This is an optimization exercise on Yosys and OpenROAD, whose aim is small area, a short achievable clock period and few clock cycles per item, not a production implementation. Where RTL was checked, it was by simulation tests only, not by an equivalence proof against the original. No activity file was given, so power comes from the tool's default toggle rates.

==> job 2011: inputs <==
## axi_stream_insert_header
module axi_stream_insert_header#(
    parameter DATA_WD = 32,
    parameter DATA_BYTE_WD = DATA_WD / 8,
    parameter BYTE_CNT_WD = $clog2(DATA_BYTE_WD)
    )(
    input                       clk,
    input                       rst_n,
    input                       valid_in,
    input [DATA_WD-1 : 0]       data_in,
    input [DATA_BYTE_WD-1 : 0]  keep_in,
    input                       last_in,
    output                      ready_in,
    output                      valid_out,
    output [DATA_WD-1 : 0]      data_out,
    output [DATA_BYTE_WD-1 : 0] keep_out,
    output                      last_out,
    input                       ready_out,
    input                       valid_insert,
    input [DATA_WD-1 : 0]       header_insert,
    input [DATA_BYTE_WD-1 : 0]  keep_insert,
    input [BYTE_CNT_WD : 0]     byte_insert_cnt,
    output                      ready_insert
);
localparam NB = DATA_BYTE_WD;
localparam BW = BYTE_CNT_WD;
reg                 in_hdr;
reg                 in_data;
reg                 in_tail;
reg [NB-1:0]        hsel;    
reg [1:0]           tkeep;   
reg [DATA_WD-9:0]   carry;   
wire hdr_full = keep_insert[NB-1];
wire h1 = hsel[1];
wire h2 = hsel[2];
wire h3 = hsel[3];
wire k2 = keep_in[2];
wire k1 = keep_in[1];
wire k0 = keep_in[0];
wire ovf = (h1 & k0) | (h2 & k1) | (h3 & k2);
wire [NB-2:0] lkeep = {h1 | h2 | h3 | k2,
                       h2 | h3 | (h1 & k2) | k1,
                       h3 | (h2 & k2) | (h1 & k1) | k0};
wire [1:0] nkeep = {(h3 & k1) | (h2 & k0), h3 & k0};
reg [DATA_WD-1:0] window;
integer j, k;
always @(*) begin
    window = in_hdr ? header_insert : {DATA_WD{1'b0}};
    for (k = 0; k < NB; k = k + 1)
        if (hsel[k])
  ...
==> module axi_stream_insert_header, before the edit <==
module axi_stream_insert_header#(
    parameter DATA_WD = 32,
    parameter DATA_BYTE_WD = DATA_WD / 8,
    parameter BYTE_CNT_WD = $clog2(DATA_BYTE_WD)
    )(
    input                       clk,
    input                       rst_n,
    input                       valid_in,
    input [DATA_WD-1 : 0]       data_in,
    input [DATA_BYTE_WD-1 : 0]  keep_in,
    input                       last_in,
    output                      ready_in,
    output                      valid_out,
    output [DATA_WD-1 : 0]      data_out,
    output [DATA_BYTE_WD-1 : 0] keep_out,
    output                      last_out,
    input                       ready_out,
    input                       valid_insert,
    input [DATA_WD-1 : 0]       header_insert,
    input [DATA_BYTE_WD-1 : 0]  keep_insert,
    input [BYTE_CNT_WD : 0]     byte_insert_cnt,
    output                      ready_insert
);
localparam NB = DATA_BYTE_WD;
localparam BW = BYTE_CNT_WD;
reg                 in_hdr;
reg                 in_data;
reg                 in_tail;
reg [NB-1:0]        hsel;    
reg [1:0]           tkeep;   
reg [DATA_WD-9:0]   carry;   
wire hdr_full = keep_insert[NB-1];
wire h1 = hsel[1];
wire h2 = hsel[2];
wire h3 = hsel[3];
wire k2 = keep_in[2];
wire k1 = keep_in[1];
wire k0 = keep_in[0];
wire ovf = (h1 & k0) | (h2 & k1) | (h3 & k2);
wire [NB-2:0] lkeep = {h1 | h2 | h3 | k2,
                       h2 | h3 | (h1 & k2) | k1,
                       h3 | (h2 & k2) | (h1 & k1) | k0};
wire [1:0] nkeep = {(h3 & k1) | (h2 & k0), h3 & k0};
reg [DATA_WD-1:0] window;
integer j, k;
always @(*) begin
    window = in_hdr ? header_insert : {DATA_WD{1'b0}};
    for (k = 0; k < NB; k = k + 1)
        if (hsel[k])
            window = window | ({carry, data_in} >> (8 * k));
end
wire last_beat = in_data & last_in & ~ovf;      
wire end_pkt   = last_beat & valid_in;
assign valid_out    = in_tail | (in_data & valid_in) | (in_hdr & valid_insert & hdr_full);
assign ready_in     = in_data & ready_out;
assign ready_insert = (in_hdr & (~hdr_full | ready_out)) |
                      (~hdr_full & ready_out & (in_tail | end_pkt));
assign data_out = window;
assign last_out = in_tail | last_beat;
assign keep_out = in_tail   ? {1'b1, tkeep, 1'b0} :
                  last_beat ? {1'b1, lkeep} : {NB{1'b1}};
wire take_in  = ready_in & valid_in;
wire take_hdr = ready_insert & valid_insert;
wire to_hdr   = ((take_in & last_in & ~ovf) | (in_tail & ready_out)) & ~take_hdr;
wire to_tail  = take_in & last_in & ovf;
always @(posedge clk or negedge rst_n) begin
    if (!rst_n) begin
        in_hdr  <= 1'b1;
        in_data <= 1'b0;
        in_tail <= 1'b0;
    end else begin
        if (take_hdr | to_hdr | to_tail) begin
            in_hdr  <= to_hdr;
            in_data <= take_hdr;
            in_tail <= to_tail;
        end
    end
end
always @(posedge clk or negedge rst_n) begin
    if (!rst_n)
        hsel <= {NB{1'b0}};
    else if (take_hdr)
        hsel <= {NB{1'b0}} | (1 << byte_insert_cnt[BW-1:0]);
    else if (to_hdr)
        hsel <= {NB{1'b0}};
end
always @(posedge clk) begin
    if (take_hdr) begin
        carry <= header_insert[DATA_WD-9:0];
    end else if (take_in) begin
        carry <= data_in[DATA_WD-9:0];
        tkeep <= nkeep;
    end
end
endmodule
Settings: LEC_CHECK=0, CAP_MARGIN=20, CORE_MARGIN=2, CORE_UTILIZATION=40, PLACE_DENSITY=0.6, SLEW_MARGIN=20; clock period 4.5 ns.
standard.sh (not shown) runs the stock make flow with config.mk's settings and CLKGATE_MAP_FILE= SYNTH_SCRIPT=/design/flow/synth_recipe.tcl, a recipe that flattens the netlist after the stock synthesis.
==> flow/flow/run.sh <==
#!/bin/bash
# Standard layout, with each port buffered by a small buffer instead of
# the delay cell that buffer_ports picks by default.
set -euo pipefail
export BUFFER_PORTS_ARGS="-buffer_cell sky130_fd_sc_hd__buf_1"
bash standard.sh > standard.log 2>&1
==> inputs of job 812, as changes to job 2011 <==
--- a/flow/design.v
+++ b/flow/design.v
@@ -26,12 +26,16 @@
 localparam BW = BYTE_CNT_WD;
-reg                 in_hdr;
-reg                 in_data;
-reg                 in_tail;
-reg [NB-1:0]        hsel;    
+localparam S_HDR  = 2'd0;    
+localparam S_DATA = 2'd1;    
+localparam S_TAIL = 2'd2;    
+reg [1:0]           state;
+reg [BW-1:0]        hcnt;    
 reg [1:0]           tkeep;   
 reg [DATA_WD-9:0]   carry;   
+wire in_hdr  = (state == S_HDR);
+wire in_data = (state == S_DATA);
+wire in_tail = (state == S_TAIL);
 wire hdr_full = keep_insert[NB-1];
-wire h1 = hsel[1];
-wire h2 = hsel[2];
-wire h3 = hsel[3];
+wire h1 = (hcnt == 2'd1);
+wire h2 = (hcnt == 2'd2);
+wire h3 = (hcnt == 2'd3);
 wire k2 = keep_in[2];
@@ -44,10 +48,4 @@
 wire [1:0] nkeep = {(h3 & k1) | (h2 & k0), h3 & k0};
-reg [DATA_WD-1:0] window;
-integer j, k;
-always @(*) begin
-    window = in_hdr ? header_insert : {DATA_WD{1'b0}};
-    for (k = 0; k < NB; k = k + 1)
-        if (hsel[k])
-            window = window | ({carry, data_in} >> (8 * k));
-end
+wire [2*DATA_WD-9:0] joined = {carry, data_in} << (8 * (NB - 1 - hcnt));
+wire [DATA_WD-1:0]   window = joined[2*DATA_WD-9 -: DATA_WD];
 wire last_beat = in_data & last_in & ~ovf;      
@@ -56,5 +54,5 @@
 assign ready_in     = in_data & ready_out;
-assign ready_insert = (in_hdr & (~hdr_full | ready_out)) |
-                      (~hdr_full & ready_out & (in_tail | end_pkt));
-assign data_out = window;
+assign ready_insert = in_hdr ? (~hdr_full | ready_out)
+                             : (~hdr_full & ready_out & (in_tail | end_pkt));
+assign data_out = in_hdr ? header_insert : window;
 assign last_out = in_tail | last_beat;
@@ -64,24 +62,20 @@
 wire take_hdr = ready_insert & valid_insert;
-wire to_hdr   = ((take_in & last_in & ~ovf) | (in_tail & ready_out)) & ~take_hdr;
-wire to_tail  = take_in & last_in & ovf;
 always @(posedge clk or negedge rst_n) begin
     if (!rst_n) begin
-        in_hdr  <= 1'b1;
-        in_data <= 1'b0;
-        in_tail <= 1'b0;
+        state <= S_HDR;
     end else begin
-        if (take_hdr | to_hdr | to_tail) begin
-            in_hdr  <= to_hdr;
-            in_data <= take_hdr;
-            in_tail <= to_tail;
-        end
+        case (state)
+        S_HDR:
+            if (take_hdr)
+                state <= S_DATA;
+        S_DATA:
+            if (take_in && last_in)
+                state <= ovf ? S_TAIL : take_hdr ? S_DATA : S_HDR;
+        S_TAIL:
+            if (ready_out)
+                state <= take_hdr ? S_DATA : S_HDR;
+        default:
+            state <= S_HDR;
+        endcase
     end
-end
-always @(posedge clk or negedge rst_n) begin
-    if (!rst_n)
-        hsel <= {NB{1'b0}};
-    else if (take_hdr)
-        hsel <= {NB{1'b0}} | (1 << byte_insert_cnt[BW-1:0]);
-    else if (to_hdr)
-        hsel <= {NB{1'b0}};
 end
@@ -90,2 +84,3 @@
         carry <= header_insert[DATA_WD-9:0];
+        hcnt  <= byte_insert_cnt[BW-1:0];
     end else if (take_in) begin
==> flow/run.sh (new file) <==
#!/bin/bash
# synth_recipe.tcl (not shown) runs the flow's synth.tcl, then flattens the netlist and writes it again
# the make line also repeats each setting of config.mk as NAME=value (left out here)
make -C /OpenROAD-flow-scripts/flow DESIGN_CONFIG=/design/flow/config.mk WORK_HOME=/design/flow/orfs CLKGATE_MAP_FILE= SYNTH_SCRIPT=/design/flow/synth_recipe.tcl finish
removed: flow/flow/run.sh
removed: flow/standard.sh
==> inputs of job 8211, as changes to job 2011 <==
==> flow/design.v (replaced) <==
`timescale 1ns / 1ps
module axi_stream_insert_header#(
    parameter DATA_WD = 32,
    parameter DATA_BYTE_WD = DATA_WD / 8,
    parameter BYTE_CNT_WD = $clog2(DATA_BYTE_WD)
    )(
    input                       clk,
    input                       rst_n,
    input                       valid_in,
    input [DATA_WD-1 : 0]       data_in,
    input [DATA_BYTE_WD-1 : 0]  keep_in,
    input                       last_in,
    output                      ready_in,
    output                      valid_out,
    output [DATA_WD-1 : 0]      data_out,
    output [DATA_BYTE_WD-1 : 0] keep_out,
    output                      last_out,
    input                       ready_out,
    input                       valid_insert,
    input [DATA_WD-1 : 0]       header_insert,
    input [DATA_BYTE_WD-1 : 0]  keep_insert,
    input [BYTE_CNT_WD : 0]     byte_insert_cnt,
    output                      ready_insert
);
localparam NB = DATA_BYTE_WD;
localparam BW = BYTE_CNT_WD;
reg                 in_hdr;
reg                 in_data;
reg                 in_tail;
reg [NB-1:0]        hsel;
reg [NB-2:0]        kfix;
reg [DATA_WD-9:0]   carry;   
wire hdr_full = keep_insert[NB-1];
wire k2 = keep_in[2];
wire k1 = keep_in[1];
wire k0 = keep_in[0];
wire fits = ~((hsel[1] & k0) | (hsel[2] & k1) | (hsel[3] & k2));
reg [DATA_WD-1:0] window;
integer k;
always @(*) begin
    window = {DATA_WD{in_hdr}} & header_insert;
    for (k = 0; k < NB; k = k + 1)
        window = window | ({DATA_WD{hsel[k]}} & ({carry, data_in} >> (8 * k)));
end
wire db = in_data & ~last_in;    
assign data_out  = window;
assign last_out  = in_tail | (in_data & last_in & fits);
assign keep_out  = {1'b1,
                    kfix[2] | db | (in_data & k2),
                    kfix[1] | db | (in_data & k1) | (in_data & hsel[1] & k2),
                    kfix[0] | db | (in_data & k0) | (in_data & hsel[1] & k1) |
                                                    (in_data & hsel[2] & k2)};
assign valid_out    = in_tail | (in_data & valid_in) | (in_hdr & valid_insert & hdr_full);
assign ready_in     = in_data & ready_out;
assign ready_insert = ready_out & (in_hdr | (~hdr_full & (in_tail | (valid_in & last_in & fits))));
wire take_in  = ready_in & valid_in;
wire take_hdr = ready_insert & valid_insert;
wire end_pkt  = take_in & last_in & fits;
wire to_tail  = take_in & last_in & ~fits;
wire          n_data = take_hdr | (in_data & ~end_pkt & ~to_tail);
wire          n_tail = to_tail | (in_tail & ~ready_out);
wire          n_hdr  = ~n_data & ~n_tail;
wire [NB-1:0] n_hsel = take_hdr ? ({{(NB-1){1'b0}}, 1'b1} << byte_insert_cnt[BW-1:0]) :
                       n_hdr    ? {NB{1'b0}} : hsel;
wire [1:0]    tkeep  = {(hsel[3] & k1) | (hsel[2] & k0), hsel[3] & k0};
wire [NB-2:0] n_kfix = {n_hdr | (n_tail & (to_tail ? tkeep[1] : kfix[2])) |
                            (n_data & ~n_hsel[0]),
                        n_hdr | (n_tail & (to_tail ? tkeep[0] : kfix[1])) |
                            (n_data & (n_hsel[2] | n_hsel[3])),
                        n_hdr | (n_data & n_hsel[3])};
always @(posedge clk or negedge rst_n) begin
    if (!rst_n) begin
        in_hdr  <= 1'b1;
        in_data <= 1'b0;
        in_tail <= 1'b0;
        hsel    <= {NB{1'b0}};
        kfix    <= {(NB-1){1'b1}};
    end else begin
        in_hdr  <= n_hdr;
        in_data <= n_data;
        in_tail <= n_tail;
        hsel    <= n_hsel;
        kfix    <= n_kfix;
    end
end
wire hold = ~take_hdr & ~take_in;
always @(posedge clk)
    carry <= ({(DATA_WD-8){take_hdr}} & header_insert[DATA_WD-9:0]) |
             ({(DATA_WD-8){~take_hdr & take_in}} & data_in[DATA_WD-9:0]) |
             ({(DATA_WD-8){hold}} & carry);
endmodule
==> flow/flow/run.sh (replaced) <==
#!/bin/bash
# Standard layout, with each port buffered by a small buffer instead of
# the delay cell that buffer_ports picks by default, and a clock tree
# without dummy loads.
set -euo pipefail
export BUFFER_PORTS_ARGS="-buffer_cell sky130_fd_sc_hd__buf_1"
export CTS_ARGS="-sink_clustering_enable -repair_clock_nets -dont_use_dummy_load"
bash standard.sh > standard.log 2>&1
Settings changed: ABC_AREA set to 1, SETUP_SLACK_MARGIN set to 1.6.
==> comparison table <==
| metric | job 812 | job 8211 | job 2011 |
|---|---|---|---|
| Launch instance of the worst register-to-register path | hcnt[1] | in_hdr | hsel[1] |
| Final cell count without fillers | 454 | 598 | 409 |
| Compound-Gate Fraction of Synth Area | 0.143 | 0.140 | 0.276 |
| Count of nets after finishing | 454 | 606 | 414 |
| CP Launch Type | input pin | flip-flop | input pin |
| Result of the run | no timing/DRC/antenna violations | no timing/DRC/antenna violations | no timing/DRC/antenna violations |
| Clock sink count | 30 | 34 | 33 |
| Worst setup path category | input pin to primary output | flip-flop to primary output | input pin to primary output |
| Internal power contribution | 0.00110 W | 0.000851 W | 0.000925 W |
| Critical Path Slowest Stage Cell | clkdlybuf4s50_1 | dfstp_2 | a222oi_1 |
| HPWL after detailed placement | 5630 um | 5840 um | 4510 um |
| Ys flop type | edfxtp_1 | dfxtp_1 | edfxtp_1 |
| Post-synthesis async set-or-reset flop share | 0.0667 | 0.294 | 0.212 |
| Sequential-to-total area share from yosys stat | 0.321 | 0.292 | 0.393 |
| Sequential portion of the cell area | 0.221 | 0.246 | 0.325 |
| Pre-CTS worst setup slack | 0.791 ns | 1.86 ns | 1.12 ns |
| Drt via density | 5.34 | 5.27 | 5.98 |
| Clock-pin slew on the worst setup and hold paths | 0.07 ns | 0.06 ns | 0.07 ns |
| Die height | 87.2 um | 83.4 um | 82.1 um |
| Core utilization of the finished layout | 0.598 | 0.500 | 0.498 |
Testbench counts of job 8211, summed over its fixed seeds: cycles 8,282, bytes 30,700.
No functional check of the RTL was part of job 2011 and job 812.

[afterwards: timing with drivers on the ports]
In the flow no input, the clock included, has a driving cell. The finished layouts below were timed again as built, in two steps. Step 1, drivers: a clkbuf_16 drives clk and a buf_2 each remaining input, both assumed. Step 2 moves the port delays by t, midway between the first and last clock arrival at a register: inputs arrive t later, outputs are due t later. That takes back most of the time a late clock gives input paths. a / b / c = ideal / step 1 / step 2; a / b = the first two.
run	t (ns)	setup slack, ns	hold WS [ns]	worst setup path at the end	slew at the worst register clock pin (ns)
job 2011	0.308	1.306 / 1.285 / 1.124	0.496 / 0.489 / 0.603	input to register	0.07 / 0.07
job 812	0.311	0.769 / 0.746 / 0.746	0.774 / 0.770 / 0.815	input to output	0.07 / 0.07
job 8211	0.299	1.792 / 1.762 / 1.845	0.468 / 0.468 / 0.468	input to output	0.08 / 0.08
After both steps setup and hold are still met in every run listed. The setup slack of job 2011, which loses most, moves by -0.021 ns with the drivers and by -0.182 ns with both steps.
